Source: an optimization exercise on an open RTL-to-GDS flow (aim: small area and a short achievable clock period). Production flows keep margins and buffers that such runs may drop.
Function was checked by simulation only, so behaviour that the tests miss may differ from the original.
Power is estimated from default activity; no workload was simulated.

File: flow/design.v
`timescale 1ns/1ps
module half_adder(input a,b,output sum,carry);
  assign sum = a ^ b;
  assign carry = a & b;
endmodule
`timescale 1ns/1ps
module full_adder( output sum,carry, input a,b,c);
  wire w1, w2, w3;
  half_adder HA1(.a(a), .b(b), .sum(w1), .carry(w2));
  half_adder HA2(.a(w1), .b(c), .sum(sum), .carry(w3));
  or or1(carry, w2, w3);
endmodule
`timescale 1ns/1ps
module RCA_16bit(output cout, output [15:0] sum, input [15:0] a, b);
    wire [14:0] c;
    full_adder F0(.a(a[0]), .b(b[0]), .c(1'b0), .sum(sum[0]), .carry(c[0]));
    full_adder F1(.a(a[1]), .b(b[1]), .c(c[0]), .sum(sum[1]), .carry(c[1]));
    full_adder F2(.a(a[2]), .b(b[2]), .c(c[1]), .sum(sum[2]), .carry(c[2]));
    full_adder F3(.a(a[3]), .b(b[3]), .c(c[2]), .sum(sum[3]), .carry(c[3]));
    full_adder F4(.a(a[4]), .b(b[4]), .c(c[3]), .sum(sum[4]), .carry(c[4]));
    full_adder F5(.a(a[5]), .b(b[5]), .c(c[4]), .sum(sum[5]), .carry(c[5]));
    full_adder F6(.a(a[6]), .b(b[6]), .c(c[5]), .sum(sum[6]), .carry(c[6]));
    full_adder F7(.a(a[7]), .b(b[7]), .c(c[6]), .sum(sum[7]), .carry(c[7]));
    full_adder F8(.a(a[8]), .b(b[8]), .c(c[7]), .sum(sum[8]), .carry(c[8]));
    full_adder F9(.a(a[9]), .b(b[9]), .c(c[8]), .sum(sum[9]), .carry(c[9]));
    full_adder F10(.a(a[10]), .b(b[10]), .c(c[9]), .sum(sum[10]), .carry(c[10]));
    full_adder F11(.a(a[11]), .b(b[11]), .c(c[10]), .sum(sum[11]), .carry(c[11]));
    full_adder F12(.a(a[12]), .b(b[12]), .c(c[11]), .sum(sum[12]), .carry(c[12]));
    full_adder F13(.a(a[13]), .b(b[13]), .c(c[12]), .sum(sum[13]), .carry(c[13]));
    full_adder F14(.a(a[14]), .b(b[14]), .c(c[13]), .sum(sum[14]), .carry(c[14]));
    full_adder F15(.a(a[15]), .b(b[15]), .c(c[14]), .sum(sum[15]), .carry(cout));
endmodule
`timescale 1ns/1ps
module d_ff(input clk,input [15:0]d,output reg [15:0]q);
  always@(posedge clk)
      q<=d;       
endmodule         
`timescale 1ns / 1ps
module Braun_Multiplier(
    input [7:0] a, b,
    output [15:0] p
);
    wire [15:0] sum_0, sum_1, sum_2, sum_3, sum_4, sum_5, sum_6, sum_7;
    wire [7:0] partial_product[7:0];
    genvar i, j;
    generate
        for (i = 0; i < 8; i = i + 1) begin
            for (j = 0; j < 8; j = j + 1) begin
                assign partial_product[i][j] = a[i] & b[j];   
            end
        end
    endgenerate
    assign sum_0 = {8'b0, partial_product[0]};
    assign sum_1 = {partial_product[1], 1'b0} + sum_0;
    assign sum_2 = {partial_product[2], 2'b0} + sum_1;
    assign sum_3 = {partial_product[3], 3'b0} + sum_2;
    assign sum_4 = {partial_product[4], 4'b0} + sum_3;
    assign sum_5 = {partial_product[5], 5'b0} + sum_4;
    assign sum_6 = {partial_product[6], 6'b0} + sum_5;
    assign sum_7 = {partial_product[7], 7'b0} + sum_6;
    assign p = sum_7;
endmodule
module FIR_Top(input clk, input [7:0] Xin, H0, H1, H2, output reg [15:0] Yout);
  reg [15:0] Q1;
  reg [15:0] Q2;
  wire a1 = ~(Xin[0] & H2[0]);
  wire a2 = ~(Xin[0] & H2[1]);
  wire a3 = ~(Xin[0] & H2[2]);
  wire a4 = ~(Xin[0] & H2[3]);
  wire a5 = ~(Xin[0] & H2[4]);
  wire a6 = ~(Xin[0] & H2[5]);
  wire a7 = ~(Xin[0] & H2[6]);
  wire a8 = ~(Xin[0] & H2[7]);
  wire a9 = ~(Xin[1] & H2[0]);
  wire a10 = ~(Xin[1] & H2[1]);
  wire a11 = ~(Xin[1] & H2[2]);
  wire a12 = ~(Xin[1] & H2[3]);
  wire a13 = ~(Xin[1] & H2[4]);
  wire a14 = ~(Xin[1] & H2[5]);
  wire a15 = ~(Xin[1] & H2[6]);
  wire a16 = ~(Xin[1] & H2[7]);
  wire a17 = ~(Xin[2] & H2[0]);
  wire a18 = ~(Xin[2] & H2[1]);
  wire a19 = ~(Xin[2] & H2[2]);
  wire a20 = ~(Xin[2] & H2[3]);
  wire a21 = ~(Xin[2] & H2[4]);
  wire a22 = ~(Xin[2] & H2[5]);
  wire a23 = ~(Xin[2] & H2[6]);
  wire a24 = ~(Xin[2] & H2[7]);
  wire a25 = ~(Xin[3] & H2[0]);
  wire a26 = ~(Xin[3] & H2[1]);
  wire a27 = ~(Xin[3] & H2[2]);
  wire a28 = ~(Xin[3] & H2[3]);
  wire a29 = ~(Xin[3] & H2[4]);
  wire a30 = ~(Xin[3] & H2[5]);
  wire a31 = ~(Xin[3] & H2[6]);
  wire a32 = ~(Xin[3] & H2[7]);
  wire a33 = ~(Xin[4] & H2[0]);
  wire a34 = ~(Xin[4] & H2[1]);
  wire a35 = ~(Xin[4] & H2[2]);
  wire a36 = ~(Xin[4] & H2[3]);
  wire a37 = ~(Xin[4] & H2[4]);
  wire a38 = ~(Xin[4] & H2[5]);
  wire a39 = ~(Xin[4] & H2[6]);
  wire a40 = ~(Xin[4] & H2[7]);
  wire a41 = ~(Xin[5] & H2[0]);
  wire a42 = ~(Xin[5] & H2[1]);
  wire a43 = ~(Xin[5] & H2[2]);
  wire a44 = ~(Xin[5] & H2[3]);
  wire a45 = ~(Xin[5] & H2[4]);
  wire a46 = ~(Xin[5] & H2[5]);
  wire a47 = ~(Xin[5] & H2[6]);
  wire a48 = ~(Xin[5] & H2[7]);
  wire a49 = ~(Xin[6] & H2[0]);
  wire a50 = ~(Xin[6] & H2[1]);
  wire a51 = ~(Xin[6] & H2[2]);
  wire a52 = ~(Xin[6] & H2[3]);
  wire a53 = ~(Xin[6] & H2[4]);
  wire a54 = ~(Xin[6] & H2[5]);
  wire a55 = ~(Xin[6] & H2[6]);
  wire a56 = ~(Xin[6] & H2[7]);
  wire a57 = ~(Xin[7] & H2[0]);
  wire a58 = ~(Xin[7] & H2[1]);
  wire a59 = ~(Xin[7] & H2[2]);
  wire a60 = ~(Xin[7] & H2[3]);
  wire a61 = ~(Xin[7] & H2[4]);
  wire a62 = ~(Xin[7] & H2[5]);
  wire a63 = ~(Xin[7] & H2[6]);
  wire a64 = ~(Xin[7] & H2[7]);
  wire s65;
  fir_xnor2 u65 (.a(a7), .b(a14), .y(s65));
  wire c66;
  fir_or2 u66 (.a(a7), .b(a14), .y(c66));
  wire s67, c67;
  fir_fa u67 (.a(a8), .b(a15), .c(a22), .s(s67), .co(c67));
  wire s68;
  fir_xnor2 u68 (.a(a29), .b(a36), .y(s68));
  wire c69;
  fir_or2 u69 (.a(a29), .b(a36), .y(c69));
  wire s70, c70;
  fir_fa u70 (.a(a16), .b(a23), .c(a30), .s(s70), .co(c70));
  wire s71;
  fir_xnor2 u71 (.a(a37), .b(a44), .y(s71));
  wire c72;
  fir_or2 u72 (.a(a37), .b(a44), .y(c72));
  wire s73, c73;
  fir_fa u73 (.a(a24), .b(a31), .c(a38), .s(s73), .co(c73));
  wire s74;
  fir_xnor2 u74 (.a(a5), .b(a12), .y(s74));
  wire c75;
  fir_or2 u75 (.a(a5), .b(a12), .y(c75));
  wire s76, c76;
  fir_fa u76 (.a(a6), .b(a13), .c(a20), .s(s76), .co(c76));
  wire s77;
  fir_xnor2 u77 (.a(a27), .b(a34), .y(s77));
  wire c78;
  fir_or2 u78 (.a(a27), .b(a34), .y(c78));
  wire s79, c79;
  fir_fa u79 (.a(a21), .b(a28), .c(a35), .s(s79), .co(c79));
  wire s80, c80;
  fir_fa u80 (.a(a42), .b(a49), .c(s65), .s(s80), .co(c80));
  wire s81, c81;
  fir_fa u81 (.a(a43), .b(a50), .c(a57), .s(s81), .co(c81));
  wire s82, c82;
  fir_fa u82 (.a(c66), .b(s68), .c(s67), .s(s82), .co(c82));
  wire s83, c83;
  fir_fa u83 (.a(a51), .b(a58), .c(c69), .s(s83), .co(c83));
  wire s84, c84;
  fir_fa u84 (.a(s71), .b(c67), .c(s70), .s(s84), .co(c84));
  wire s85, c85;
  fir_fa u85 (.a(a45), .b(a52), .c(a59), .s(s85), .co(c85));
  wire s86, c86;
  fir_fa u86 (.a(c72), .b(c70), .c(s73), .s(s86), .co(c86));
  wire s87, c87;
  fir_fa u87 (.a(a32), .b(a39), .c(a46), .s(s87), .co(c87));
  wire s88, c88;
  fir_fa u88 (.a(a53), .b(a60), .c(c73), .s(s88), .co(c88));
  wire s89, c89;
  fir_fa u89 (.a(a40), .b(a47), .c(a54), .s(s89), .co(c89));
  wire s90;
  fir_xnor2 u90 (.a(a4), .b(a11), .y(s90));
  wire c91;
  fir_or2 u91 (.a(a4), .b(a11), .y(c91));
  wire s92, c92;
  fir_fa u92 (.a(a19), .b(a26), .c(a33), .s(s92), .co(c92));
  wire s93, c93;
  fir_fa u93 (.a(a41), .b(c75), .c(s77), .s(s93), .co(c93));
  wire s94, c94;
  fir_fa u94 (.a(c78), .b(c76), .c(s79), .s(s94), .co(c94));
  wire s95, c95;
  fir_fa u95 (.a(c79), .b(s81), .c(c80), .s(s95), .co(c95));
  wire s96, c96;
  fir_fa u96 (.a(c81), .b(s83), .c(c82), .s(s96), .co(c96));
  wire s97, c97;
  fir_fa u97 (.a(s85), .b(c83), .c(c84), .s(s97), .co(c97));
  wire s98, c98;
  fir_fa u98 (.a(c85), .b(s87), .c(c86), .s(s98), .co(c98));
  wire s99, c99;
  fir_fa u99 (.a(a61), .b(c87), .c(s89), .s(s99), .co(c99));
  wire s100, c100;
  fir_fa u100 (.a(a48), .b(a55), .c(a62), .s(s100), .co(c100));
  wire s101;
  fir_xnor2 u101 (.a(a3), .b(a10), .y(s101));
  wire c102;
  fir_or2 u102 (.a(a3), .b(a10), .y(c102));
  wire s103, c103;
  fir_fa u103 (.a(a18), .b(a25), .c(s90), .s(s103), .co(c103));
  wire s104, c104;
  fir_fa u104 (.a(c91), .b(s74), .c(s92), .s(s104), .co(c104));
  wire s105, c105;
  fir_fa u105 (.a(c92), .b(s76), .c(s93), .s(s105), .co(c105));
  wire s106, c106;
  fir_fa u106 (.a(c93), .b(s80), .c(s94), .s(s106), .co(c106));
  wire s107, c107;
  fir_fa u107 (.a(c94), .b(s82), .c(s95), .s(s107), .co(c107));
  wire s108, c108;
  fir_fa u108 (.a(s84), .b(c95), .c(s96), .s(s108), .co(c108));
  wire s109, c109;
  fir_fa u109 (.a(s86), .b(c96), .c(s97), .s(s109), .co(c109));
  wire s110, c110;
  fir_fa u110 (.a(s88), .b(c97), .c(s98), .s(s110), .co(c110));
  wire s111, c111;
  fir_fa u111 (.a(c88), .b(s99), .c(c98), .s(s111), .co(c111));
  wire s112, c112;
  fir_fa u112 (.a(c89), .b(s100), .c(c99), .s(s112), .co(c112));
  wire s113, c113;
  fir_fa u113 (.a(a56), .b(a63), .c(c100), .s(s113), .co(c113));
  wire p114;
  fir_xor2 u114 (.a(a2), .b(a9), .y(p114));
  wire g115;
  fir_nor2 u115 (.a(a2), .b(a9), .y(g115));
  wire p116;
  fir_xor2 u116 (.a(s101), .b(a17), .y(p116));
  wire g117;
  fir_nor2 u117 (.a(s101), .b(a17), .y(g117));
  wire p118;
  fir_xor2 u118 (.a(c102), .b(s103), .y(p118));
  wire g119;
  fir_nor2 u119 (.a(c102), .b(s103), .y(g119));
  wire p120;
  fir_xor2 u120 (.a(c103), .b(s104), .y(p120));
  wire g121;
  fir_nor2 u121 (.a(c103), .b(s104), .y(g121));
  wire p122;
  fir_xor2 u122 (.a(c104), .b(s105), .y(p122));
  wire g123;
  fir_nor2 u123 (.a(c104), .b(s105), .y(g123));
  wire p124;
  fir_xor2 u124 (.a(c105), .b(s106), .y(p124));
  wire g125;
  fir_nor2 u125 (.a(c105), .b(s106), .y(g125));
  wire p126;
  fir_xor2 u126 (.a(c106), .b(s107), .y(p126));
  wire g127;
  fir_nor2 u127 (.a(c106), .b(s107), .y(g127));
  wire p128;
  fir_xor2 u128 (.a(c107), .b(s108), .y(p128));
  wire g129;
  fir_nor2 u129 (.a(c107), .b(s108), .y(g129));
  wire p130;
  fir_xor2 u130 (.a(c108), .b(s109), .y(p130));
  wire g131;
  fir_nor2 u131 (.a(c108), .b(s109), .y(g131));
  wire p132;
  fir_xor2 u132 (.a(c109), .b(s110), .y(p132));
  wire g133;
  fir_nor2 u133 (.a(c109), .b(s110), .y(g133));
  wire p134;
  fir_xor2 u134 (.a(c110), .b(s111), .y(p134));
  wire g135;
  fir_nor2 u135 (.a(c110), .b(s111), .y(g135));
  wire p136;
  fir_xor2 u136 (.a(c111), .b(s112), .y(p136));
  wire g137;
  fir_nor2 u137 (.a(c111), .b(s112), .y(g137));
  wire p138;
  fir_xor2 u138 (.a(c112), .b(s113), .y(p138));
  wire g139;
  fir_nor2 u139 (.a(c112), .b(s113), .y(g139));
  wire p140;
  fir_xor2 u140 (.a(c113), .b(a64), .y(p140));
  wire g141;
  fir_nor2 u141 (.a(c113), .b(a64), .y(g141));
  wire G142 = g115 | (p114 & 1'b0);
  wire P143 = p114 & ~a1;
  wire G144 = g119 | (p118 & g117);
  wire P145 = p118 & p116;
  wire G146 = g123 | (p122 & g121);
  wire P147 = p122 & p120;
  wire G148 = g127 | (p126 & g125);
  wire P149 = p126 & p124;
  wire G150 = g131 | (p130 & g129);
  wire P151 = p130 & p128;
  wire G152 = g135 | (p134 & g133);
  wire P153 = p134 & p132;
  wire G154 = g139 | (p138 & g137);
  wire P155 = p138 & p136;
  wire G156 = 1'b0 | (1'b0 & g141);
  wire P157 = 1'b0 & p140;
  wire G158 = g117 | (p116 & G142);
  wire P159 = p116 & P143;
  wire G160 = G144 | (P145 & G142);
  wire P161 = P145 & P143;
  wire G162 = g125 | (p124 & G146);
  wire P163 = p124 & P147;
  wire G164 = G148 | (P149 & G146);
  wire P165 = P149 & P147;
  wire G166 = g133 | (p132 & G150);
  wire P167 = p132 & P151;
  wire G168 = G152 | (P153 & G150);
  wire P169 = P153 & P151;
  wire G170 = g141 | (p140 & G154);
  wire P171 = p140 & P155;
  wire G172 = G156 | (P157 & G154);
  wire P173 = P157 & P155;
  wire G174 = g121 | (p120 & G160);
  wire P175 = p120 & P161;
  wire G176 = G146 | (P147 & G160);
  wire P177 = P147 & P161;
  wire G178 = G162 | (P163 & G160);
  wire P179 = P163 & P161;
  wire G180 = G164 | (P165 & G160);
  wire P181 = P165 & P161;
  wire G182 = g137 | (p136 & G168);
  wire P183 = p136 & P169;
  wire G184 = G154 | (P155 & G168);
  wire P185 = P155 & P169;
  wire G186 = G170 | (P171 & G168);
  wire P187 = P171 & P169;
  wire G188 = G172 | (P173 & G168);
  wire P189 = P173 & P169;
  wire G190 = g129 | (p128 & G180);
  wire P191 = p128 & P181;
  wire G192 = G150 | (P151 & G180);
  wire P193 = P151 & P181;
  wire G194 = G166 | (P167 & G180);
  wire P195 = P167 & P181;
  wire G196 = G168 | (P169 & G180);
  wire P197 = P169 & P181;
  wire G198 = G182 | (P183 & G180);
  wire P199 = P183 & P181;
  wire G200 = G184 | (P185 & G180);
  wire P201 = P185 & P181;
  wire G202 = G186 | (P187 & G180);
  wire P203 = P187 & P181;
  wire G204 = G188 | (P189 & G180);
  wire P205 = P189 & P181;
  wire y206 = ~(~a1);
  wire y207 = ~(p114);
  wire y208;
  fir_xnor2 u208 (.a(p116), .b(G142), .y(y208));
  wire y209;
  fir_xnor2 u209 (.a(p118), .b(G158), .y(y209));
  wire y210;
  fir_xnor2 u210 (.a(p120), .b(G160), .y(y210));
  wire y211;
  fir_xnor2 u211 (.a(p122), .b(G174), .y(y211));
  wire y212;
  fir_xnor2 u212 (.a(p124), .b(G176), .y(y212));
  wire y213;
  fir_xnor2 u213 (.a(p126), .b(G178), .y(y213));
  wire y214;
  fir_xnor2 u214 (.a(p128), .b(G180), .y(y214));
  wire y215;
  fir_xnor2 u215 (.a(p130), .b(G190), .y(y215));
  wire y216;
  fir_xnor2 u216 (.a(p132), .b(G192), .y(y216));
  wire y217;
  fir_xnor2 u217 (.a(p134), .b(G194), .y(y217));
  wire y218;
  fir_xnor2 u218 (.a(p136), .b(G196), .y(y218));
  wire y219;
  fir_xnor2 u219 (.a(p138), .b(G198), .y(y219));
  wire y220;
  fir_xnor2 u220 (.a(p140), .b(G200), .y(y220));
  wire y221;
  fir_xnor2 u221 (.a(1'b0), .b(G202), .y(y221));
  wire a222 = ~(Xin[0] & H1[0]);
  wire a223 = ~(Xin[0] & H1[1]);
  wire a224 = ~(Xin[0] & H1[2]);
  wire a225 = ~(Xin[0] & H1[3]);
  wire a226 = ~(Xin[0] & H1[4]);
  wire a227 = ~(Xin[0] & H1[5]);
  wire a228 = ~(Xin[0] & H1[6]);
  wire a229 = ~(Xin[0] & H1[7]);
  wire a230 = ~(Xin[1] & H1[0]);
  wire a231 = ~(Xin[1] & H1[1]);
  wire a232 = ~(Xin[1] & H1[2]);
  wire a233 = ~(Xin[1] & H1[3]);
  wire a234 = ~(Xin[1] & H1[4]);
  wire a235 = ~(Xin[1] & H1[5]);
  wire a236 = ~(Xin[1] & H1[6]);
  wire a237 = ~(Xin[1] & H1[7]);
  wire a238 = ~(Xin[2] & H1[0]);
  wire a239 = ~(Xin[2] & H1[1]);
  wire a240 = ~(Xin[2] & H1[2]);
  wire a241 = ~(Xin[2] & H1[3]);
  wire a242 = ~(Xin[2] & H1[4]);
  wire a243 = ~(Xin[2] & H1[5]);
  wire a244 = ~(Xin[2] & H1[6]);
  wire a245 = ~(Xin[2] & H1[7]);
  wire a246 = ~(Xin[3] & H1[0]);
  wire a247 = ~(Xin[3] & H1[1]);
  wire a248 = ~(Xin[3] & H1[2]);
  wire a249 = ~(Xin[3] & H1[3]);
  wire a250 = ~(Xin[3] & H1[4]);
  wire a251 = ~(Xin[3] & H1[5]);
  wire a252 = ~(Xin[3] & H1[6]);
  wire a253 = ~(Xin[3] & H1[7]);
  wire a254 = ~(Xin[4] & H1[0]);
  wire a255 = ~(Xin[4] & H1[1]);
  wire a256 = ~(Xin[4] & H1[2]);
  wire a257 = ~(Xin[4] & H1[3]);
  wire a258 = ~(Xin[4] & H1[4]);
  wire a259 = ~(Xin[4] & H1[5]);
  wire a260 = ~(Xin[4] & H1[6]);
  wire a261 = ~(Xin[4] & H1[7]);
  wire a262 = ~(Xin[5] & H1[0]);
  wire a263 = ~(Xin[5] & H1[1]);
  wire a264 = ~(Xin[5] & H1[2]);
  wire a265 = ~(Xin[5] & H1[3]);
  wire a266 = ~(Xin[5] & H1[4]);
  wire a267 = ~(Xin[5] & H1[5]);
  wire a268 = ~(Xin[5] & H1[6]);
  wire a269 = ~(Xin[5] & H1[7]);
  wire a270 = ~(Xin[6] & H1[0]);
  wire a271 = ~(Xin[6] & H1[1]);
  wire a272 = ~(Xin[6] & H1[2]);
  wire a273 = ~(Xin[6] & H1[3]);
  wire a274 = ~(Xin[6] & H1[4]);
  wire a275 = ~(Xin[6] & H1[5]);
  wire a276 = ~(Xin[6] & H1[6]);
  wire a277 = ~(Xin[6] & H1[7]);
  wire a278 = ~(Xin[7] & H1[0]);
  wire a279 = ~(Xin[7] & H1[1]);
  wire a280 = ~(Xin[7] & H1[2]);
  wire a281 = ~(Xin[7] & H1[3]);
  wire a282 = ~(Xin[7] & H1[4]);
  wire a283 = ~(Xin[7] & H1[5]);
  wire a284 = ~(Xin[7] & H1[6]);
  wire a285 = ~(Xin[7] & H1[7]);
  wire s286;
  fir_xnor2 u286 (.a(Q1[5]), .b(a227), .y(s286));
  wire c287;
  fir_or2 u287 (.a(Q1[5]), .b(a227), .y(c287));
  wire s288, c288;
  fir_fa u288 (.a(Q1[6]), .b(a228), .c(a235), .s(s288), .co(c288));
  wire s289;
  fir_xnor2 u289 (.a(a242), .b(a249), .y(s289));
  wire c290;
  fir_or2 u290 (.a(a242), .b(a249), .y(c290));
  wire s291, c291;
  fir_fa u291 (.a(Q1[7]), .b(a229), .c(a236), .s(s291), .co(c291));
  wire s292, c292;
  fir_fa u292 (.a(a243), .b(a250), .c(a257), .s(s292), .co(c292));
  wire s293;
  fir_xnor2 u293 (.a(a264), .b(a271), .y(s293));
  wire c294;
  fir_or2 u294 (.a(a264), .b(a271), .y(c294));
  wire s295, c295;
  fir_fa u295 (.a(Q1[8]), .b(a237), .c(a244), .s(s295), .co(c295));
  wire s296, c296;
  fir_fa u296 (.a(a251), .b(a258), .c(a265), .s(s296), .co(c296));
  wire s297;
  fir_xnor2 u297 (.a(a272), .b(a279), .y(s297));
  wire c298;
  fir_or2 u298 (.a(a272), .b(a279), .y(c298));
  wire s299, c299;
  fir_fa u299 (.a(Q1[9]), .b(a245), .c(a252), .s(s299), .co(c299));
  wire s300, c300;
  fir_fa u300 (.a(a259), .b(a266), .c(a273), .s(s300), .co(c300));
  wire s301, c301;
  fir_fa u301 (.a(Q1[10]), .b(a253), .c(a260), .s(s301), .co(c301));
  wire s302;
  fir_xnor2 u302 (.a(Q1[3]), .b(a225), .y(s302));
  wire c303;
  fir_or2 u303 (.a(Q1[3]), .b(a225), .y(c303));
  wire s304, c304;
  fir_fa u304 (.a(Q1[4]), .b(a226), .c(a233), .s(s304), .co(c304));
  wire s305;
  fir_xnor2 u305 (.a(a240), .b(a247), .y(s305));
  wire c306;
  fir_or2 u306 (.a(a240), .b(a247), .y(c306));
  wire s307, c307;
  fir_fa u307 (.a(a234), .b(a241), .c(a248), .s(s307), .co(c307));
  wire s308, c308;
  fir_fa u308 (.a(a255), .b(a262), .c(s286), .s(s308), .co(c308));
  wire s309, c309;
  fir_fa u309 (.a(a256), .b(a263), .c(a270), .s(s309), .co(c309));
  wire s310, c310;
  fir_fa u310 (.a(c287), .b(s289), .c(s288), .s(s310), .co(c310));
  wire s311, c311;
  fir_fa u311 (.a(a278), .b(c290), .c(s293), .s(s311), .co(c311));
  wire s312, c312;
  fir_fa u312 (.a(c288), .b(s291), .c(s292), .s(s312), .co(c312));
  wire s313, c313;
  fir_fa u313 (.a(c294), .b(s297), .c(c291), .s(s313), .co(c313));
  wire s314, c314;
  fir_fa u314 (.a(c292), .b(s295), .c(s296), .s(s314), .co(c314));
  wire s315, c315;
  fir_fa u315 (.a(a280), .b(c298), .c(c295), .s(s315), .co(c315));
  wire s316, c316;
  fir_fa u316 (.a(c296), .b(s299), .c(s300), .s(s316), .co(c316));
  wire s317, c317;
  fir_fa u317 (.a(a267), .b(a274), .c(a281), .s(s317), .co(c317));
  wire s318, c318;
  fir_fa u318 (.a(c299), .b(c300), .c(s301), .s(s318), .co(c318));
  wire s319, c319;
  fir_fa u319 (.a(Q1[11]), .b(a261), .c(a268), .s(s319), .co(c319));
  wire s320, c320;
  fir_fa u320 (.a(a275), .b(a282), .c(c301), .s(s320), .co(c320));
  wire s321, c321;
  fir_fa u321 (.a(Q1[12]), .b(a269), .c(a276), .s(s321), .co(c321));
  wire s322;
  fir_xnor2 u322 (.a(Q1[2]), .b(a224), .y(s322));
  wire c323;
  fir_or2 u323 (.a(Q1[2]), .b(a224), .y(c323));
  wire s324, c324;
  fir_fa u324 (.a(a232), .b(a239), .c(a246), .s(s324), .co(c324));
  wire s325, c325;
  fir_fa u325 (.a(a254), .b(c303), .c(s305), .s(s325), .co(c325));
  wire s326, c326;
  fir_fa u326 (.a(c306), .b(c304), .c(s307), .s(s326), .co(c326));
  wire s327, c327;
  fir_fa u327 (.a(c307), .b(s309), .c(c308), .s(s327), .co(c327));
  wire s328, c328;
  fir_fa u328 (.a(c309), .b(s311), .c(c310), .s(s328), .co(c328));
  wire s329, c329;
  fir_fa u329 (.a(c311), .b(c312), .c(s313), .s(s329), .co(c329));
  wire s330, c330;
  fir_fa u330 (.a(c313), .b(c314), .c(s315), .s(s330), .co(c330));
  wire s331, c331;
  fir_fa u331 (.a(s317), .b(c315), .c(c316), .s(s331), .co(c331));
  wire s332, c332;
  fir_fa u332 (.a(c317), .b(s319), .c(c318), .s(s332), .co(c332));
  wire s333, c333;
  fir_fa u333 (.a(a283), .b(c319), .c(s321), .s(s333), .co(c333));
  wire s334, c334;
  fir_fa u334 (.a(Q1[13]), .b(a277), .c(a284), .s(s334), .co(c334));
  wire s335;
  fir_xnor2 u335 (.a(Q1[1]), .b(a223), .y(s335));
  wire c336;
  fir_or2 u336 (.a(Q1[1]), .b(a223), .y(c336));
  wire s337, c337;
  fir_fa u337 (.a(a231), .b(a238), .c(s322), .s(s337), .co(c337));
  wire s338, c338;
  fir_fa u338 (.a(c323), .b(s302), .c(s324), .s(s338), .co(c338));
  wire s339, c339;
  fir_fa u339 (.a(c324), .b(s304), .c(s325), .s(s339), .co(c339));
  wire s340, c340;
  fir_fa u340 (.a(c325), .b(s308), .c(s326), .s(s340), .co(c340));
  wire s341, c341;
  fir_fa u341 (.a(c326), .b(s310), .c(s327), .s(s341), .co(c341));
  wire s342, c342;
  fir_fa u342 (.a(s312), .b(c327), .c(s328), .s(s342), .co(c342));
  wire s343, c343;
  fir_fa u343 (.a(s314), .b(c328), .c(s329), .s(s343), .co(c343));
  wire s344, c344;
  fir_fa u344 (.a(s316), .b(c329), .c(s330), .s(s344), .co(c344));
  wire s345, c345;
  fir_fa u345 (.a(s318), .b(c330), .c(s331), .s(s345), .co(c345));
  wire s346, c346;
  fir_fa u346 (.a(s320), .b(c331), .c(s332), .s(s346), .co(c346));
  wire s347, c347;
  fir_fa u347 (.a(c320), .b(s333), .c(c332), .s(s347), .co(c347));
  wire s348, c348;
  fir_fa u348 (.a(c321), .b(s334), .c(c333), .s(s348), .co(c348));
  wire s349, c349;
  fir_fa u349 (.a(Q1[14]), .b(a285), .c(c334), .s(s349), .co(c349));
  wire p350;
  fir_xor2 u350 (.a(Q1[0]), .b(a222), .y(p350));
  wire g351;
  fir_nor2 u351 (.a(Q1[0]), .b(a222), .y(g351));
  wire p352;
  fir_xor2 u352 (.a(s335), .b(a230), .y(p352));
  wire g353;
  fir_nor2 u353 (.a(s335), .b(a230), .y(g353));
  wire p354;
  fir_xor2 u354 (.a(c336), .b(s337), .y(p354));
  wire g355;
  fir_nor2 u355 (.a(c336), .b(s337), .y(g355));
  wire p356;
  fir_xor2 u356 (.a(c337), .b(s338), .y(p356));
  wire g357;
  fir_nor2 u357 (.a(c337), .b(s338), .y(g357));
  wire p358;
  fir_xor2 u358 (.a(c338), .b(s339), .y(p358));
  wire g359;
  fir_nor2 u359 (.a(c338), .b(s339), .y(g359));
  wire p360;
  fir_xor2 u360 (.a(c339), .b(s340), .y(p360));
  wire g361;
  fir_nor2 u361 (.a(c339), .b(s340), .y(g361));
  wire p362;
  fir_xor2 u362 (.a(c340), .b(s341), .y(p362));
  wire g363;
  fir_nor2 u363 (.a(c340), .b(s341), .y(g363));
  wire p364;
  fir_xor2 u364 (.a(c341), .b(s342), .y(p364));
  wire g365;
  fir_nor2 u365 (.a(c341), .b(s342), .y(g365));
  wire p366;
  fir_xor2 u366 (.a(c342), .b(s343), .y(p366));
  wire g367;
  fir_nor2 u367 (.a(c342), .b(s343), .y(g367));
  wire p368;
  fir_xor2 u368 (.a(c343), .b(s344), .y(p368));
  wire g369;
  fir_nor2 u369 (.a(c343), .b(s344), .y(g369));
  wire p370;
  fir_xor2 u370 (.a(c344), .b(s345), .y(p370));
  wire g371;
  fir_nor2 u371 (.a(c344), .b(s345), .y(g371));
  wire p372;
  fir_xor2 u372 (.a(c345), .b(s346), .y(p372));
  wire g373;
  fir_nor2 u373 (.a(c345), .b(s346), .y(g373));
  wire p374;
  fir_xor2 u374 (.a(c346), .b(s347), .y(p374));
  wire g375;
  fir_nor2 u375 (.a(c346), .b(s347), .y(g375));
  wire p376;
  fir_xor2 u376 (.a(c347), .b(s348), .y(p376));
  wire g377;
  fir_nor2 u377 (.a(c347), .b(s348), .y(g377));
  wire p378;
  fir_xor2 u378 (.a(c348), .b(s349), .y(p378));
  wire g379;
  fir_nor2 u379 (.a(c348), .b(s349), .y(g379));
  wire p380;
  fir_xor2 u380 (.a(c349), .b(Q1[15]), .y(p380));
  wire g381;
  fir_nor2 u381 (.a(c349), .b(Q1[15]), .y(g381));
  wire G382 = g353 | (p352 & g351);
  wire P383 = p352 & p350;
  wire G384 = g357 | (p356 & g355);
  wire P385 = p356 & p354;
  wire G386 = g361 | (p360 & g359);
  wire P387 = p360 & p358;
  wire G388 = g365 | (p364 & g363);
  wire P389 = p364 & p362;
  wire G390 = g369 | (p368 & g367);
  wire P391 = p368 & p366;
  wire G392 = g373 | (p372 & g371);
  wire P393 = p372 & p370;
  wire G394 = g377 | (p376 & g375);
  wire P395 = p376 & p374;
  wire G396 = g381 | (p380 & g379);
  wire P397 = p380 & p378;
  wire G398 = g355 | (p354 & G382);
  wire P399 = p354 & P383;
  wire G400 = G384 | (P385 & G382);
  wire P401 = P385 & P383;
  wire G402 = g363 | (p362 & G386);
  wire P403 = p362 & P387;
  wire G404 = G388 | (P389 & G386);
  wire P405 = P389 & P387;
  wire G406 = g371 | (p370 & G390);
  wire P407 = p370 & P391;
  wire G408 = G392 | (P393 & G390);
  wire P409 = P393 & P391;
  wire G410 = g379 | (p378 & G394);
  wire P411 = p378 & P395;
  wire G412 = G396 | (P397 & G394);
  wire P413 = P397 & P395;
  wire G414 = g359 | (p358 & G400);
  wire P415 = p358 & P401;
  wire G416 = G386 | (P387 & G400);
  wire P417 = P387 & P401;
  wire G418 = G402 | (P403 & G400);
  wire P419 = P403 & P401;
  wire G420 = G404 | (P405 & G400);
  wire P421 = P405 & P401;
  wire G422 = g375 | (p374 & G408);
  wire P423 = p374 & P409;
  wire G424 = G394 | (P395 & G408);
  wire P425 = P395 & P409;
  wire G426 = G410 | (P411 & G408);
  wire P427 = P411 & P409;
  wire G428 = G412 | (P413 & G408);
  wire P429 = P413 & P409;
  wire G430 = g367 | (p366 & G420);
  wire P431 = p366 & P421;
  wire G432 = G390 | (P391 & G420);
  wire P433 = P391 & P421;
  wire G434 = G406 | (P407 & G420);
  wire P435 = P407 & P421;
  wire G436 = G408 | (P409 & G420);
  wire P437 = P409 & P421;
  wire G438 = G422 | (P423 & G420);
  wire P439 = P423 & P421;
  wire G440 = G424 | (P425 & G420);
  wire P441 = P425 & P421;
  wire G442 = G426 | (P427 & G420);
  wire P443 = P427 & P421;
  wire G444 = G428 | (P429 & G420);
  wire P445 = P429 & P421;
  wire y446 = ~(p350);
  wire y447;
  fir_xnor2 u447 (.a(p352), .b(g351), .y(y447));
  wire y448;
  fir_xnor2 u448 (.a(p354), .b(G382), .y(y448));
  wire y449;
  fir_xnor2 u449 (.a(p356), .b(G398), .y(y449));
  wire y450;
  fir_xnor2 u450 (.a(p358), .b(G400), .y(y450));
  wire y451;
  fir_xnor2 u451 (.a(p360), .b(G414), .y(y451));
  wire y452;
  fir_xnor2 u452 (.a(p362), .b(G416), .y(y452));
  wire y453;
  fir_xnor2 u453 (.a(p364), .b(G418), .y(y453));
  wire y454;
  fir_xnor2 u454 (.a(p366), .b(G420), .y(y454));
  wire y455;
  fir_xnor2 u455 (.a(p368), .b(G430), .y(y455));
  wire y456;
  fir_xnor2 u456 (.a(p370), .b(G432), .y(y456));
  wire y457;
  fir_xnor2 u457 (.a(p372), .b(G434), .y(y457));
  wire y458;
  fir_xnor2 u458 (.a(p374), .b(G436), .y(y458));
  wire y459;
  fir_xnor2 u459 (.a(p376), .b(G438), .y(y459));
  wire y460;
  fir_xnor2 u460 (.a(p378), .b(G440), .y(y460));
  wire y461;
  fir_xnor2 u461 (.a(p380), .b(G442), .y(y461));
  wire a462 = ~(Xin[0] & H0[0]);
  wire a463 = ~(Xin[0] & H0[1]);
  wire a464 = ~(Xin[0] & H0[2]);
  wire a465 = ~(Xin[0] & H0[3]);
  wire a466 = ~(Xin[0] & H0[4]);
  wire a467 = ~(Xin[0] & H0[5]);
  wire a468 = ~(Xin[0] & H0[6]);
  wire a469 = ~(Xin[0] & H0[7]);
  wire a470 = ~(Xin[1] & H0[0]);
  wire a471 = ~(Xin[1] & H0[1]);
  wire a472 = ~(Xin[1] & H0[2]);
  wire a473 = ~(Xin[1] & H0[3]);
  wire a474 = ~(Xin[1] & H0[4]);
  wire a475 = ~(Xin[1] & H0[5]);
  wire a476 = ~(Xin[1] & H0[6]);
  wire a477 = ~(Xin[1] & H0[7]);
  wire a478 = ~(Xin[2] & H0[0]);
  wire a479 = ~(Xin[2] & H0[1]);
  wire a480 = ~(Xin[2] & H0[2]);
  wire a481 = ~(Xin[2] & H0[3]);
  wire a482 = ~(Xin[2] & H0[4]);
  wire a483 = ~(Xin[2] & H0[5]);
  wire a484 = ~(Xin[2] & H0[6]);
  wire a485 = ~(Xin[2] & H0[7]);
  wire a486 = ~(Xin[3] & H0[0]);
  wire a487 = ~(Xin[3] & H0[1]);
  wire a488 = ~(Xin[3] & H0[2]);
  wire a489 = ~(Xin[3] & H0[3]);
  wire a490 = ~(Xin[3] & H0[4]);
  wire a491 = ~(Xin[3] & H0[5]);
  wire a492 = ~(Xin[3] & H0[6]);
  wire a493 = ~(Xin[3] & H0[7]);
  wire a494 = ~(Xin[4] & H0[0]);
  wire a495 = ~(Xin[4] & H0[1]);
  wire a496 = ~(Xin[4] & H0[2]);
  wire a497 = ~(Xin[4] & H0[3]);
  wire a498 = ~(Xin[4] & H0[4]);
  wire a499 = ~(Xin[4] & H0[5]);
  wire a500 = ~(Xin[4] & H0[6]);
  wire a501 = ~(Xin[4] & H0[7]);
  wire a502 = ~(Xin[5] & H0[0]);
  wire a503 = ~(Xin[5] & H0[1]);
  wire a504 = ~(Xin[5] & H0[2]);
  wire a505 = ~(Xin[5] & H0[3]);
  wire a506 = ~(Xin[5] & H0[4]);
  wire a507 = ~(Xin[5] & H0[5]);
  wire a508 = ~(Xin[5] & H0[6]);
  wire a509 = ~(Xin[5] & H0[7]);
  wire a510 = ~(Xin[6] & H0[0]);
  wire a511 = ~(Xin[6] & H0[1]);
  wire a512 = ~(Xin[6] & H0[2]);
  wire a513 = ~(Xin[6] & H0[3]);
  wire a514 = ~(Xin[6] & H0[4]);
  wire a515 = ~(Xin[6] & H0[5]);
  wire a516 = ~(Xin[6] & H0[6]);
  wire a517 = ~(Xin[6] & H0[7]);
  wire a518 = ~(Xin[7] & H0[0]);
  wire a519 = ~(Xin[7] & H0[1]);
  wire a520 = ~(Xin[7] & H0[2]);
  wire a521 = ~(Xin[7] & H0[3]);
  wire a522 = ~(Xin[7] & H0[4]);
  wire a523 = ~(Xin[7] & H0[5]);
  wire a524 = ~(Xin[7] & H0[6]);
  wire a525 = ~(Xin[7] & H0[7]);
  wire s526;
  fir_xnor2 u526 (.a(Q2[5]), .b(a467), .y(s526));
  wire c527;
  fir_or2 u527 (.a(Q2[5]), .b(a467), .y(c527));
  wire s528, c528;
  fir_fa u528 (.a(Q2[6]), .b(a468), .c(a475), .s(s528), .co(c528));
  wire s529;
  fir_xnor2 u529 (.a(a482), .b(a489), .y(s529));
  wire c530;
  fir_or2 u530 (.a(a482), .b(a489), .y(c530));
  wire s531, c531;
  fir_fa u531 (.a(Q2[7]), .b(a469), .c(a476), .s(s531), .co(c531));
  wire s532, c532;
  fir_fa u532 (.a(a483), .b(a490), .c(a497), .s(s532), .co(c532));
  wire s533;
  fir_xnor2 u533 (.a(a504), .b(a511), .y(s533));
  wire c534;
  fir_or2 u534 (.a(a504), .b(a511), .y(c534));
  wire s535, c535;
  fir_fa u535 (.a(Q2[8]), .b(a477), .c(a484), .s(s535), .co(c535));
  wire s536, c536;
  fir_fa u536 (.a(a491), .b(a498), .c(a505), .s(s536), .co(c536));
  wire s537;
  fir_xnor2 u537 (.a(a512), .b(a519), .y(s537));
  wire c538;
  fir_or2 u538 (.a(a512), .b(a519), .y(c538));
  wire s539, c539;
  fir_fa u539 (.a(Q2[9]), .b(a485), .c(a492), .s(s539), .co(c539));
  wire s540, c540;
  fir_fa u540 (.a(a499), .b(a506), .c(a513), .s(s540), .co(c540));
  wire s541, c541;
  fir_fa u541 (.a(Q2[10]), .b(a493), .c(a500), .s(s541), .co(c541));
  wire s542;
  fir_xnor2 u542 (.a(Q2[3]), .b(a465), .y(s542));
  wire c543;
  fir_or2 u543 (.a(Q2[3]), .b(a465), .y(c543));
  wire s544, c544;
  fir_fa u544 (.a(Q2[4]), .b(a466), .c(a473), .s(s544), .co(c544));
  wire s545;
  fir_xnor2 u545 (.a(a480), .b(a487), .y(s545));
  wire c546;
  fir_or2 u546 (.a(a480), .b(a487), .y(c546));
  wire s547, c547;
  fir_fa u547 (.a(a474), .b(a481), .c(a488), .s(s547), .co(c547));
  wire s548, c548;
  fir_fa u548 (.a(a495), .b(a502), .c(s526), .s(s548), .co(c548));
  wire s549, c549;
  fir_fa u549 (.a(a496), .b(a503), .c(a510), .s(s549), .co(c549));
  wire s550, c550;
  fir_fa u550 (.a(c527), .b(s529), .c(s528), .s(s550), .co(c550));
  wire s551, c551;
  fir_fa u551 (.a(a518), .b(c530), .c(s533), .s(s551), .co(c551));
  wire s552, c552;
  fir_fa u552 (.a(c528), .b(s531), .c(s532), .s(s552), .co(c552));
  wire s553, c553;
  fir_fa u553 (.a(c534), .b(s537), .c(c531), .s(s553), .co(c553));
  wire s554, c554;
  fir_fa u554 (.a(c532), .b(s535), .c(s536), .s(s554), .co(c554));
  wire s555, c555;
  fir_fa u555 (.a(a520), .b(c538), .c(c535), .s(s555), .co(c555));
  wire s556, c556;
  fir_fa u556 (.a(c536), .b(s539), .c(s540), .s(s556), .co(c556));
  wire s557, c557;
  fir_fa u557 (.a(a507), .b(a514), .c(a521), .s(s557), .co(c557));
  wire s558, c558;
  fir_fa u558 (.a(c539), .b(c540), .c(s541), .s(s558), .co(c558));
  wire s559, c559;
  fir_fa u559 (.a(Q2[11]), .b(a501), .c(a508), .s(s559), .co(c559));
  wire s560, c560;
  fir_fa u560 (.a(a515), .b(a522), .c(c541), .s(s560), .co(c560));
  wire s561, c561;
  fir_fa u561 (.a(Q2[12]), .b(a509), .c(a516), .s(s561), .co(c561));
  wire s562;
  fir_xnor2 u562 (.a(Q2[2]), .b(a464), .y(s562));
  wire c563;
  fir_or2 u563 (.a(Q2[2]), .b(a464), .y(c563));
  wire s564, c564;
  fir_fa u564 (.a(a472), .b(a479), .c(a486), .s(s564), .co(c564));
  wire s565, c565;
  fir_fa u565 (.a(a494), .b(c543), .c(s545), .s(s565), .co(c565));
  wire s566, c566;
  fir_fa u566 (.a(c546), .b(c544), .c(s547), .s(s566), .co(c566));
  wire s567, c567;
  fir_fa u567 (.a(c547), .b(s549), .c(c548), .s(s567), .co(c567));
  wire s568, c568;
  fir_fa u568 (.a(c549), .b(s551), .c(c550), .s(s568), .co(c568));
  wire s569, c569;
  fir_fa u569 (.a(c551), .b(c552), .c(s553), .s(s569), .co(c569));
  wire s570, c570;
  fir_fa u570 (.a(c553), .b(c554), .c(s555), .s(s570), .co(c570));
  wire s571, c571;
  fir_fa u571 (.a(s557), .b(c555), .c(c556), .s(s571), .co(c571));
  wire s572, c572;
  fir_fa u572 (.a(c557), .b(s559), .c(c558), .s(s572), .co(c572));
  wire s573, c573;
  fir_fa u573 (.a(a523), .b(c559), .c(s561), .s(s573), .co(c573));
  wire s574, c574;
  fir_fa u574 (.a(Q2[13]), .b(a517), .c(a524), .s(s574), .co(c574));
  wire s575;
  fir_xnor2 u575 (.a(Q2[1]), .b(a463), .y(s575));
  wire c576;
  fir_or2 u576 (.a(Q2[1]), .b(a463), .y(c576));
  wire s577, c577;
  fir_fa u577 (.a(a471), .b(a478), .c(s562), .s(s577), .co(c577));
  wire s578, c578;
  fir_fa u578 (.a(c563), .b(s542), .c(s564), .s(s578), .co(c578));
  wire s579, c579;
  fir_fa u579 (.a(c564), .b(s544), .c(s565), .s(s579), .co(c579));
  wire s580, c580;
  fir_fa u580 (.a(c565), .b(s548), .c(s566), .s(s580), .co(c580));
  wire s581, c581;
  fir_fa u581 (.a(c566), .b(s550), .c(s567), .s(s581), .co(c581));
  wire s582, c582;
  fir_fa u582 (.a(s552), .b(c567), .c(s568), .s(s582), .co(c582));
  wire s583, c583;
  fir_fa u583 (.a(s554), .b(c568), .c(s569), .s(s583), .co(c583));
  wire s584, c584;
  fir_fa u584 (.a(s556), .b(c569), .c(s570), .s(s584), .co(c584));
  wire s585, c585;
  fir_fa u585 (.a(s558), .b(c570), .c(s571), .s(s585), .co(c585));
  wire s586, c586;
  fir_fa u586 (.a(s560), .b(c571), .c(s572), .s(s586), .co(c586));
  wire s587, c587;
  fir_fa u587 (.a(c560), .b(s573), .c(c572), .s(s587), .co(c587));
  wire s588, c588;
  fir_fa u588 (.a(c561), .b(s574), .c(c573), .s(s588), .co(c588));
  wire s589, c589;
  fir_fa u589 (.a(Q2[14]), .b(a525), .c(c574), .s(s589), .co(c589));
  wire p590;
  fir_xor2 u590 (.a(Q2[0]), .b(a462), .y(p590));
  wire g591;
  fir_nor2 u591 (.a(Q2[0]), .b(a462), .y(g591));
  wire p592;
  fir_xor2 u592 (.a(s575), .b(a470), .y(p592));
  wire g593;
  fir_nor2 u593 (.a(s575), .b(a470), .y(g593));
  wire p594;
  fir_xor2 u594 (.a(c576), .b(s577), .y(p594));
  wire g595;
  fir_nor2 u595 (.a(c576), .b(s577), .y(g595));
  wire p596;
  fir_xor2 u596 (.a(c577), .b(s578), .y(p596));
  wire g597;
  fir_nor2 u597 (.a(c577), .b(s578), .y(g597));
  wire p598;
  fir_xor2 u598 (.a(c578), .b(s579), .y(p598));
  wire g599;
  fir_nor2 u599 (.a(c578), .b(s579), .y(g599));
  wire p600;
  fir_xor2 u600 (.a(c579), .b(s580), .y(p600));
  wire g601;
  fir_nor2 u601 (.a(c579), .b(s580), .y(g601));
  wire p602;
  fir_xor2 u602 (.a(c580), .b(s581), .y(p602));
  wire g603;
  fir_nor2 u603 (.a(c580), .b(s581), .y(g603));
  wire p604;
  fir_xor2 u604 (.a(c581), .b(s582), .y(p604));
  wire g605;
  fir_nor2 u605 (.a(c581), .b(s582), .y(g605));
  wire p606;
  fir_xor2 u606 (.a(c582), .b(s583), .y(p606));
  wire g607;
  fir_nor2 u607 (.a(c582), .b(s583), .y(g607));
  wire p608;
  fir_xor2 u608 (.a(c583), .b(s584), .y(p608));
  wire g609;
  fir_nor2 u609 (.a(c583), .b(s584), .y(g609));
  wire p610;
  fir_xor2 u610 (.a(c584), .b(s585), .y(p610));
  wire g611;
  fir_nor2 u611 (.a(c584), .b(s585), .y(g611));
  wire p612;
  fir_xor2 u612 (.a(c585), .b(s586), .y(p612));
  wire g613;
  fir_nor2 u613 (.a(c585), .b(s586), .y(g613));
  wire p614;
  fir_xor2 u614 (.a(c586), .b(s587), .y(p614));
  wire g615;
  fir_nor2 u615 (.a(c586), .b(s587), .y(g615));
  wire p616;
  fir_xor2 u616 (.a(c587), .b(s588), .y(p616));
  wire g617;
  fir_nor2 u617 (.a(c587), .b(s588), .y(g617));
  wire p618;
  fir_xor2 u618 (.a(c588), .b(s589), .y(p618));
  wire g619;
  fir_nor2 u619 (.a(c588), .b(s589), .y(g619));
  wire p620;
  fir_xor2 u620 (.a(c589), .b(Q2[15]), .y(p620));
  wire g621;
  fir_nor2 u621 (.a(c589), .b(Q2[15]), .y(g621));
  wire G622 = g593 | (p592 & g591);
  wire P623 = p592 & p590;
  wire G624 = g597 | (p596 & g595);
  wire P625 = p596 & p594;
  wire G626 = g601 | (p600 & g599);
  wire P627 = p600 & p598;
  wire G628 = g605 | (p604 & g603);
  wire P629 = p604 & p602;
  wire G630 = g609 | (p608 & g607);
  wire P631 = p608 & p606;
  wire G632 = g613 | (p612 & g611);
  wire P633 = p612 & p610;
  wire G634 = g617 | (p616 & g615);
  wire P635 = p616 & p614;
  wire G636 = g621 | (p620 & g619);
  wire P637 = p620 & p618;
  wire G638 = g595 | (p594 & G622);
  wire P639 = p594 & P623;
  wire G640 = G624 | (P625 & G622);
  wire P641 = P625 & P623;
  wire G642 = g603 | (p602 & G626);
  wire P643 = p602 & P627;
  wire G644 = G628 | (P629 & G626);
  wire P645 = P629 & P627;
  wire G646 = g611 | (p610 & G630);
  wire P647 = p610 & P631;
  wire G648 = G632 | (P633 & G630);
  wire P649 = P633 & P631;
  wire G650 = g619 | (p618 & G634);
  wire P651 = p618 & P635;
  wire G652 = G636 | (P637 & G634);
  wire P653 = P637 & P635;
  wire G654 = g599 | (p598 & G640);
  wire P655 = p598 & P641;
  wire G656 = G626 | (P627 & G640);
  wire P657 = P627 & P641;
  wire G658 = G642 | (P643 & G640);
  wire P659 = P643 & P641;
  wire G660 = G644 | (P645 & G640);
  wire P661 = P645 & P641;
  wire G662 = g615 | (p614 & G648);
  wire P663 = p614 & P649;
  wire G664 = G634 | (P635 & G648);
  wire P665 = P635 & P649;
  wire G666 = G650 | (P651 & G648);
  wire P667 = P651 & P649;
  wire G668 = G652 | (P653 & G648);
  wire P669 = P653 & P649;
  wire G670 = g607 | (p606 & G660);
  wire P671 = p606 & P661;
  wire G672 = G630 | (P631 & G660);
  wire P673 = P631 & P661;
  wire G674 = G646 | (P647 & G660);
  wire P675 = P647 & P661;
  wire G676 = G648 | (P649 & G660);
  wire P677 = P649 & P661;
  wire G678 = G662 | (P663 & G660);
  wire P679 = P663 & P661;
  wire G680 = G664 | (P665 & G660);
  wire P681 = P665 & P661;
  wire G682 = G666 | (P667 & G660);
  wire P683 = P667 & P661;
  wire G684 = G668 | (P669 & G660);
  wire P685 = P669 & P661;
  wire y686 = (p590);
  wire y687;
  fir_xor2 u687 (.a(p592), .b(g591), .y(y687));
  wire y688;
  fir_xor2 u688 (.a(p594), .b(G622), .y(y688));
  wire y689;
  fir_xor2 u689 (.a(p596), .b(G638), .y(y689));
  wire y690;
  fir_xor2 u690 (.a(p598), .b(G640), .y(y690));
  wire y691;
  fir_xor2 u691 (.a(p600), .b(G654), .y(y691));
  wire y692;
  fir_xor2 u692 (.a(p602), .b(G656), .y(y692));
  wire y693;
  fir_xor2 u693 (.a(p604), .b(G658), .y(y693));
  wire y694;
  fir_xor2 u694 (.a(p606), .b(G660), .y(y694));
  wire y695;
  fir_xor2 u695 (.a(p608), .b(G670), .y(y695));
  wire y696;
  fir_xor2 u696 (.a(p610), .b(G672), .y(y696));
  wire y697;
  fir_xor2 u697 (.a(p612), .b(G674), .y(y697));
  wire y698;
  fir_xor2 u698 (.a(p614), .b(G676), .y(y698));
  wire y699;
  fir_xor2 u699 (.a(p616), .b(G678), .y(y699));
  wire y700;
  fir_xor2 u700 (.a(p618), .b(G680), .y(y700));
  wire y701;
  fir_xor2 u701 (.a(p620), .b(G682), .y(y701));
  always @(posedge clk) begin
    Q1 <= {y221, y220, y219, y218, y217, y216, y215, y214, y213, y212, y211, y210, y209, y208, y207, y206};
    Q2 <= {y461, y460, y459, y458, y457, y456, y455, y454, y453, y452, y451, y450, y449, y448, y447, y446};
    Yout <= {y701, y700, y699, y698, y697, y696, y695, y694, y693, y692, y691, y690, y689, y688, y687, y686};
  end
endmodule
module fir_fa(input a, b, c, output s, co);
  assign s = a ^ b ^ c;
  assign co = (a & b) | (a & c) | (b & c);
endmodule
module fir_nor2(input a, b, output y);
  assign y = ~(a | b);
endmodule
module fir_or2(input a, b, output y);
  assign y = a | b;
endmodule
module fir_xnor2(input a, b, output y);
  assign y = ~(a ^ b);
endmodule
module fir_xor2(input a, b, output y);
  assign y = a ^ b;
endmodule
File: flow/flow/run.sh
#!/bin/bash
# Own flow: the standard layout (standard.sh: unchanged synthesis and steps) with
#  - the port buffers that global placement inserts made as the smallest plain buffer
#    (repair upsizes them where timing needs it), and
#  - ORFS's power-recovery pass after global routing (RECOVER_POWER), which downsizes
#    gates on paths that keep positive slack.
set -euo pipefail
export BUFFER_PORTS_ARGS="-buffer_cell sky130_fd_sc_hd__buf_1"
export RECOVER_POWER=100
bash standard.sh > standard_make.log 2>&1
File: flow/standard.sh
#!/bin/bash
# synth_recipe.tcl (not shown) runs the flow's synth.tcl, then flattens the netlist and writes it again
# the make line also repeats each setting of config.mk as NAME=value (left out here)
make -C /OpenROAD-flow-scripts/flow DESIGN_CONFIG=/design/flow/config.mk WORK_HOME=/design/flow/orfs CLKGATE_MAP_FILE= SYNTH_SCRIPT=/design/flow/synth_recipe.tcl "${@:-finish}"
File: flow/config.mk
export PLATFORM = sky130hd
export DESIGN_NAME = FIR_Top
export DESIGN_NICKNAME = FIR_Top
export VERILOG_FILES = /design/flow/design.v
export SDC_FILE = /design/flow/constraint.sdc
export NUM_CORES = 4
export LEC_CHECK = 0
export CAP_MARGIN = 20
export CORE_MARGIN = 2
export CORE_UTILIZATION = 60
export SETUP_SLACK_MARGIN = 4.2
export SLEW_MARGIN = 20
export SYNTH_HIERARCHICAL = 1
export SYNTH_MINIMUM_KEEP_SIZE = 0
export TNS_END_PERCENT = 0
File: flow/constraint.sdc
create_clock -name core_clock -period 9.5 [get_ports {clk}]
set_input_delay 1.9000 -clock core_clock [delete_from_list [all_inputs] [get_ports {clk}]]
set_output_delay 1.9000 -clock core_clock [all_outputs]
set_load 0.01 [all_outputs]
==> out/qor.csv <==
stage;metric;value;unit
detailed_routing;wl_per_cell;15.14;um
sta;finalClockSkew;0.008418;ns
critical_path;reg2regPathDepth;10;
yosys;synth.most_common_cell;nand2_1;
yosys;synth_edf_count;0;
clock_network;cts_root_buf;clkbuf_8;
detailed_routing;num_vias;4708;
detailed_routing;wl;13.07;mm
yosys;synth_area;6467;um2
yosys;ys_seq_area_share;14.86;%
global_route;groute.usage.overall;25.52;%
hold_path;hold_path_class;reg -> reg;
floorplanning;pin_count;49;
global_route;antenna_found_initial;0;
floorplanning;fp.dieW;107.8;um
clock_network;cts_sinks;48;
sta;rsz0062_at_grt;yes;
yosys;yosysTopAreaCellShare;40.55;%
placement;placed_area;6698;um2
yosys;synth_flop_cell;dfxtp_1;
yosys;synthCells;706;
cells_and_area;fill_cells;903;
hold_path;min_from;Q2[0];
critical_path;crit_required;9.71;ns
yosys;synth_seq_cells;48;
sta;timing.final.crit_share;62.90;%
global_route;grt_pass1_wl;23.41;mm
placement;routabilityCongestion;0.7884;
floorplanning;start_util;62.09;%
detailed_routing;drc;0;
sta;fmax;0.1673;GHz
status;run_status;finished clean;
pwr;p_leak;0.002627;uW
pwr;powerDensity;374.1;nW/um2
hold_path;min_to;Yout[0];
global_route;grt_pass1_vias;5040;
detailed_routing;postRouteAntennaNets;0;
clock_network;cts_made_buffers;5;
cells_and_area;drive_gt1_share;5.777;%
cells_and_area;fin_nets;891;
detailed_routing;dr.pass1.iters;5;
sta;setup_viol;0;
floorplanning;dieHeight;107.8;um
sta;worst_slew_pin_slew;1.214;ns
critical_path;r2r_start;Q2[7];
clock_network;clk_path_buf_depth;2;
sta;min_period;5.976;ns
critical_path;start_kind;input pin;
global_route;gr-total-overflow;0;
pwr;finalPower;2577;uW
cells_and_area;post-route-util;66.13;%
hold_path;hold_path_depth;1;
global_route;grt_max_degree;25;
critical_path;crit_arrival;6.18;ns
yosys;syn-num-nets;870;
floorplanning;core;10420;um2
clock_network;htreeDepth;2;
sta;slew_violations;0;
yosys;avgSynthCellArea;9.161;um2
yosys;ys_types;31;
sta;slew_headroom;19.05;%
clock_network;cts_tree;built;
critical_path;endpoint_kind;register;
clock_network;post-cts-setup-buffers;0;
floorplanning;num_rows;37;
yosys;yosys_warnings;7;
yosys;ys_top_cells_by_count;199 x nand2_1, 131 x fa_1, 61 x xor2_1, 56 x nor2_1, 52 x xnor2_1;
placement;dp_hpwl;9.885;mm
yosys;async_flop_share;0;%
cells_and_area;diodes;0;
sta;hold_violations;0;
job;max_cap_violations;0;
cells_and_area;stdcell_area;6888;um2
detailed_routing;drt_iter0_drc;221;
detailed_routing;drt-vias-per-instance;5.455;
cells_and_area;area_growth;6.500;%
critical_path;ff2ff_setup_slack;5.89;ns
critical_path;cp_max_fo;24;
critical_path;reg2reg_to;Yout[15];
placement;io_buffers;48;
floorplanning;dieArea;11630;um2
yosys;synthTopCellsByArea;fa_1 41%, dfxtp_1 15%, nand2_1 12%, xor2_1 8.3%, xnor2_1 7.0%;
sta;finalSetupTns;0;ns
critical_path;worstSetupPathType;in -> reg;
yosys;yosysTopAreaCell;fa_1;
clock_network;clk_latency;0.32;ns
pwr;ir_drop;0.0003404;V
clock_network;clkTransAtPathRegs;0.09;ns
clock_network;hold_buffers;0;
power breakdown:
part	switching (uW)	internal (uW)
clock	74.9	50.4
combinational	1130	933
sequential	46.7	341
sequential cells by signal (all words and copies together), names as in the netlist:
signal,flops
Q2,16
Q1,16
Yout,16
critical path, cell delays in order:
cell,delay [ns]
clkbuf_1,0.87
nand2_1,0.20
fa_1,0.60
fa_1,0.43
fa_1,0.55
xor2_1,0.29
nand3_1,0.13
nor3_1,0.32
o2111ai_1,0.19
o21ai_0,0.40
a31o_2,0.22
xnor2_1,0.07
modules after synthesis, one instance, submodules excluded:
| module | cells | cell area [um2] |
|---|---|---|
| fir_or2 | 1 | 6.256 |
| FIR_Top | 395 | 2546 |
| fir_xor2 | 1 | 8.758 |
| fir_nor2 | 1 | 3.754 |
| fir_fa | 1 | 20.02 |
| fir_xnor2 | 1 | 8.758 |
area by class of cell:
cell class | instances | area, um2 | area share [%]
tap | 136 | 170.2 | 2.470
sequential | 48 | 960.9 | 13.95
timing repair buffer | 54 | 331.6 | 4.814
inverter | 2 | 7.507 | 0.1090
clock inverter | 1 | 5.005 | 0.07266
multi-input combinational | 616 | 5340 | 77.53
clock buffer | 6 | 72.57 | 1.054
metrics by stage:
step           instances  hold slack, ns  setup WS, ns
3_5_place_dp         854          0.4418         3.136
4_1_cts              861          0.4545         4.203
3_3_place_gp         854          0.4449         3.310
5_1_grt              863          0.4901         3.265
2_1_floorplan        706          0.4284         4.210
6_report             863          0.4571         3.524
layer usage:
layer | up-vias | GRT usage (%) | wire length, um
li1 | 2231 | - | -
met1 | 2375 | 36.69 | 5949
met2 | 92 | 41.24 | 6375
met3 | 10 | 3.753 | 637
met4 | 0 | 5.769 | 105
met5 | - | 0 | 0
cells in the final DEF (no fill, tap or decap), types with 2 or more instances in the layout:
| cell type | Yosys | layout |
|---|---|---|
| clkbuf_8 | 0 | 5 |
| or3_1 | 0 | 2 |
| xnor2_1 | 52 | 52 |
| nor2b_1 | 4 | 4 |
| nor3_1 | 7 | 7 |
| xor2_1 | 61 | 59 |
| nand2b_1 | 2 | 2 |
| fa_1 | 131 | 130 |
| nand3_1 | 9 | 9 |
| dfxtp_1 | 48 | 48 |
| o21bai_1 | 3 | 3 |
| or2_0 | 0 | 4 |
| or2_1 | 24 | 20 |
| o21a_1 | 3 | 3 |
| o21ai_1 | 1 | 2 |
| xor2_2 | 0 | 2 |
| nand2_1 | 199 | 199 |
| clkbuf_1 | 24 | 11 |
| buf_12 | 0 | 2 |
| a21bo_2 | 2 | 2 |
| o31ai_1 | 2 | 2 |
| inv_1 | 2 | 2 |
| clkbuf_2 | 0 | 16 |
| nand4_1 | 2 | 2 |
| clkbuf_16 | 0 | 2 |
| nor2_1 | 56 | 56 |
| a21o_1 | 22 | 22 |
| o21ai_0 | 6 | 5 |
| buf_1 | 16 | 19 |
| buf_6 | 0 | 4 |
| a21oi_1 | 18 | 20 |
what timing repair did:
action | 4_1_cts | 5_1_grt
endpoints found under the hold margin | 0 | 0
setup endpoints to repair | 25 | 16
cloned | 0 | 2
pin swaps | 0 | 3
gates resized for setup | 22 | 36
cell families after synthesis:
logic type / after synthesis / share of synthesized area, %
fa+ha+maj: 131 / 40.55
compound gates: 64 / 6.965
flops: 48 / 14.86
xor+xnor: 113 / 15.30
simple gates: 307 / 19.83
other cells: 1 / 0.05798
buf+inv: 42 / 2.438
worst max path at each step:
stage,cells past startpoint,start,endpoint
6_report,12,Xin[0],Q1[15]
3_5_place_dp,12,Xin[2],Yout[15]
4_1_cts,13,Xin[4],Yout[15]
5_1_grt,12,Xin[0],Yout[15]
2_1_floorplan,12,Xin[0],Yout[10]
3_3_place_gp,12,Xin[3],Yout[14]

afterwards: timing with drivers on the ports:
No port has a modelled driver above. Below, the same layout with a new extraction and two added sets of constraints.
Step 1 assumes that a clkbuf_16 drives the clock port and a buf_2 every other input.
Step 2 moves the port delays by t, midway between the first and last clock arrival at a register: inputs arrive t later, outputs are due t later. That takes back most of the time a late clock gives input paths.
Slacks: no drivers / after step 1 / after step 2; pairs: no drivers / after step 1.
shift t [ns]: 0.350
setup slack, ns: 3.524 / 3.530 / 3.180
worst setup path after step 2: input to register
clock arrival spread, ns: 0.010 / 0.010
worst register clock-pin slew, ns: 0.10 / 0.10
After both steps this run still meets setup and hold. For this run, drivers alone change the setup slack by +0.006 ns; drivers and shift together by -0.344 ns.
